Source: an optimization exercise on an open RTL-to-GDS flow (aim: small area, a short achievable clock period and few clock cycles per item). Production flows keep margins and buffers that such runs may drop.

== lane 1 ==
==> flow/design.v (excerpt) <==
module led_serial
   (
    clk,
    reset,
    keyi,
    datai,
    dataq,
    start,
    done);
   input          clk;
   input          reset;
   input  [127:0] keyi;
   input  [63:0]  datai;
   output [63:0]  dataq;
   input          start;
   output         done;
   reg  [63:0] state;
   reg  [5:0]  rc;      
   reg  [1:0]  cnt;     
   reg         ksel;    
   reg         busy;
   reg         done_r;  
   wire last = (rc == 6'h09);
   wire [63:0] mc;
   led_round u_round (.s(state), .o(mc));
   wire       step_end = (cnt == 2'd3);
   wire       use_k1 = busy ? (step_end & ~ksel) : start;
   wire       use_k2 = busy & step_end & ksel;
   wire       busy_next = busy ? ~last : start;
   wire [5:0] rca = (busy ? rc : 6'h01) & {6{busy_next}};
   wire [3:0] c8 = {busy_next, 3'b000};
   wire [3:0] c9 = {busy_next, 2'b00, busy_next};
   wire [3:0] c2 = {2'b00, busy_next, 1'b0};
   wire [3:0] c3 = {2'b00, busy_next, busy_next};
   wire [63:0] cmask = {c8, 1'b0, rca[5:3], 8'h0,
                        c9, 1'b0, rca[2:0], 8'h0,
                        c2, 1'b0, rca[5:3], 8'h0,
                        c3, 1'b0, rca[2:0], 8'h0};
   wire [63:0] state_next;
   led_mix u_mix (.mc(mc), .d(datai), .q(state), .k1(keyi[127:64]), .k2(keyi[63:0]),
                  .c(cmask), .busy(busy), .start(start), .u1(use_k1), .u2(use_k2),
                  .o(state_next));
   always @(posedge clk)
     state <= state_next;
   always @(posedge clk)
     if (start & ~busy) begin
        rc   <= 6'h03;
        cnt  <= 2'd0;
        ksel <= 1'b1;
     end else begin
        rc   <= {rc[4:0], rc[5] ^ rc[4] ^ 1'b1};
        cnt  <= cnt + 2'd1;
        if (step_end) ksel <= ~ksel;
     end
   always @(posedge clk, posedge reset)
     if (reset) begin
        busy   <= 1'b0;
        done_r <= 1'b1;
     end else begin
        busy   <= busy_next;
        done_r <= ~busy_next;
     end
   assign done  = done_r;
   assign dataq = state;
endmodule
==> module led_serial, before the edit <==
module led_serial
   (
    clk,
    reset,
    keyi,
    datai,
    dataq,
    start,
    done);
   input          clk;
   input          reset;
   input  [127:0] keyi;
   input  [63:0]  datai;
   output [63:0]  dataq;
   input          start;
   output         done;
   reg  [63:0] state;
   reg  [5:0]  rc;      
   reg  [1:0]  cnt;     
   reg         ksel;    
   reg         busy;
   reg         done_r;  
   wire last = (rc == 6'h09);
   wire [63:0] mc;
   led_round u_round (.s(state), .o(mc));
   wire       step_end = (cnt == 2'd3);
   wire       use_k1 = busy ? (step_end & ~ksel) : start;
   wire       use_k2 = busy & step_end & ksel;
   wire       busy_next = busy ? ~last : start;
   wire [5:0] rca = (busy ? rc : 6'h01) & {6{busy_next}};
   wire [3:0] c8 = {busy_next, 3'b000};
   wire [3:0] c9 = {busy_next, 2'b00, busy_next};
   wire [3:0] c2 = {2'b00, busy_next, 1'b0};
   wire [3:0] c3 = {2'b00, busy_next, busy_next};
   wire [63:0] cmask = {c8, 1'b0, rca[5:3], 8'h0,
                        c9, 1'b0, rca[2:0], 8'h0,
                        c2, 1'b0, rca[5:3], 8'h0,
                        c3, 1'b0, rca[2:0], 8'h0};
   wire [63:0] state_next;
   led_mix u_mix (.mc(mc), .d(datai), .q(state), .k1(keyi[127:64]), .k2(keyi[63:0]),
                  .c(cmask), .busy(busy), .start(start), .u1(use_k1), .u2(use_k2),
                  .o(state_next));
   always @(posedge clk)
     state <= state_next;
   always @(posedge clk)
     if (start & ~busy) begin
        rc   <= 6'h03;
        cnt  <= 2'd0;
        ksel <= 1'b1;
     end else begin
        rc   <= {rc[4:0], rc[5] ^ rc[4] ^ 1'b1};
        cnt  <= cnt + 2'd1;
        if (step_end) ksel <= ~ksel;
     end
   always @(posedge clk, posedge reset)
     if (reset) begin
        busy   <= 1'b0;
        done_r <= 1'b1;
     end else begin
        busy   <= busy_next;
        done_r <= ~busy_next;
     end
   assign done  = done_r;
   assign dataq = state;
endmodule
==> module led_mix, before the edit <==
module led_mix (mc, d, q, k1, k2, c, busy, start, u1, u2, o);
   input  [63:0] mc, d, q, k1, k2, c;
   input         busy, start, u1, u2;
   output [63:0] o;
   wire [63:0] base = busy ? mc : (start ? d : q);
   assign o = base ^ (({64{u1}} & k1) | ({64{u2}} & k2)) ^ c;
endmodule
Settings: LEC_CHECK=0, CAP_MARGIN=20, CORE_MARGIN=2, CORE_UTILIZATION=40, CTS_BUF_LIST=sky130_fd_sc_hd__clkbuf_8, PLACE_DENSITY=0.6, SLEW_MARGIN=20, SYNTH_HIERARCHICAL=1, SYNTH_MINIMUM_KEEP_SIZE=500; clock period 10.0 ns.
standard.sh (not shown) runs the stock make flow with config.mk's settings and CLKGATE_MAP_FILE= SYNTH_SCRIPT=/design/flow/synth_recipe.tcl, a recipe that flattens the netlist after the stock synthesis.
==> flow/flow/run.sh <==
#!/bin/bash
# Layout flow: the standard flow, with two changes.
#  1. Synthesis maps the logic with the ABC script flow/abc.script in place of
#     ORFS's abc_speed.script (same Yosys script, registers untouched).
#  2. The ports are buffered by the smallest buffer, sky130_fd_sc_hd__buf_1,
#     instead of the one buffer_ports picks by default.
set -euo pipefail
here=$(pwd)
rm -rf "$here/scripts_abc"
cp -r "$FLOW_HOME/scripts" "$here/scripts_abc"
cp "$here/flow/abc.script" "$here/scripts_abc/abc_speed.script"
bash standard.sh "SCRIPTS_DIR=$here/scripts_abc" synth > synth.log 2>&1
bash standard.sh "BUFFER_PORTS_ARGS=-buffer_cell sky130_fd_sc_hd__buf_1" finish > layout.log 2>&1
==> flow/flow/abc.script <==
&get -n
&st
&deepsyn -T 60
&dch
&nf -R 20
&put
The inputs of lane 2 differ from those of lane 1 as listed below.
--- a/flow/design.v
+++ b/flow/design.v
@@ -24,24 +24,19 @@
    wire [63:0] mc;
    led_round u_round (.s(state), .o(mc));
    wire       step_end = (cnt == 2'd3);
-   wire       use_k1 = busy ? (step_end & ~ksel) : start;
+   wire       use_k1 = ~busy | (step_end & ~ksel);
    wire       use_k2 = busy & step_end & ksel;
-   wire       busy_next = busy ? ~last : start;
-   wire [5:0] rca = (busy ? rc : 6'h01) & {6{busy_next}};
-   wire [3:0] c8 = {busy_next, 3'b000};
-   wire [3:0] c9 = {busy_next, 2'b00, busy_next};
-   wire [3:0] c2 = {2'b00, busy_next, 1'b0};
-   wire [3:0] c3 = {2'b00, busy_next, busy_next};
-   wire [63:0] cmask = {c8, 1'b0, rca[5:3], 8'h0,
-                        c9, 1'b0, rca[2:0], 8'h0,
-                        c2, 1'b0, rca[5:3], 8'h0,
-                        c3, 1'b0, rca[2:0], 8'h0};
-   wire [63:0] state_next;
-   led_mix u_mix (.mc(mc), .d(datai), .q(state), .k1(keyi[127:64]), .k2(keyi[63:0]),
-                  .c(cmask), .busy(busy), .start(start), .u1(use_k1), .u2(use_k2),
-                  .o(state_next));
+   wire [5:0] rca = busy ? rc : 6'h01;
+   wire       addc = ~(busy & last);
+   wire [63:0] cmask = addc ? {4'h8, 1'b0, rca[5:3], 8'h0,
+                                4'h9, 1'b0, rca[2:0], 8'h0,
+                                4'h2, 1'b0, rca[5:3], 8'h0,
+                                4'h3, 1'b0, rca[2:0], 8'h0} : 64'h0;
+   wire [63:0] mask = ({64{use_k1}} & keyi[127:64]) | ({64{use_k2}} & keyi[63:0]);
+   wire [63:0] state_next = (busy ? mc : datai) ^ mask ^ cmask;
    always @(posedge clk)
-     state <= state_next;
+     if (busy | start)
+       state <= state_next;
    always @(posedge clk)
      if (start & ~busy) begin
         rc   <= 6'h03;
@@ -52,6 +47,7 @@
         cnt  <= cnt + 2'd1;
         if (step_end) ksel <= ~ksel;
      end
+   wire busy_next = busy ? ~last : start;
    always @(posedge clk, posedge reset)
      if (reset) begin
         busy   <= 1'b0;
@@ -62,13 +58,6 @@
      end
    assign done  = done_r;
    assign dataq = state;
-endmodule
-module led_mix (mc, d, q, k1, k2, c, busy, start, u1, u2, o);
-   input  [63:0] mc, d, q, k1, k2, c;
-   input         busy, start, u1, u2;
-   output [63:0] o;
-   wire [63:0] base = busy ? mc : (start ? d : q);
-   assign o = base ^ (({64{u1}} & k1) | ({64{u2}} & k2)) ^ c;
 endmodule
 module led_round (s, o);
    input  [63:0] s;
Findings:
On average size of a mapped cell, the higher figure sits with lane 2, not lane 1. A capture point of the critical path of state[11]$_DFF_P_ is what lane 1 shows, while state[24]$_DFFE_PP_ belongs to lane 2. Per the comparison of lane 2 with lane 1, clock period minus final worst setup slack shows a reduction of 620 ps; detailed-route via count shows a reduction of 620. Register share of the cell area was higher in lane 2 than in lane 1. NOTE: critical path depth in lane 2 exceeds that of lane 1. Summary of lane 2 over lane 1: first-pass GRT wire length saw a decrease, global placer's final weighted congestion saw a decrease.
Function was not checked in any run of this note: the RTL went through the layout flow alone.

static timing again, ports no longer ideal:
The flow's constraints put no driver on any port. The routed layouts listed below were extracted and timed again, unchanged, in two steps. Step 1 (the two cells are an assumption about what drives the block):
set clk [get_ports {clk}]
set_driving_cell -lib_cell sky130_fd_sc_hd__clkbuf_16 $clk
set_driving_cell -lib_cell sky130_fd_sc_hd__buf_2 [delete_from_list [all_inputs] $clk]
Step 2 adds t to the input delays and takes it off the output delays; t is the mean of the earliest and latest rising clock arrival at the registers after step 1. Input paths then give back, and output paths get back, about the clock's delay inside the block. a / b / c = ideal / step 1 / step 2; a / b = the first two.
run	t (ns)	slack for setup (ns)	worst hold slack (ns)	clock arrival spread, ns	worst data-port slew with drivers (ns)
lane 1	0.427	6.149 / 6.167 / 5.740	0.428 / 0.428 / 0.428	0.016 / 0.016	0.10
lane 2	0.403	6.765 / 6.765 / 6.699	0.432 / 0.432 / 0.432	0.013 / 0.013	0.06
After both steps setup and hold are still met in every run listed. For lane 1, which loses most, drivers alone change the setup slack by +0.018 ns; drivers and shift together by -0.409 ns.
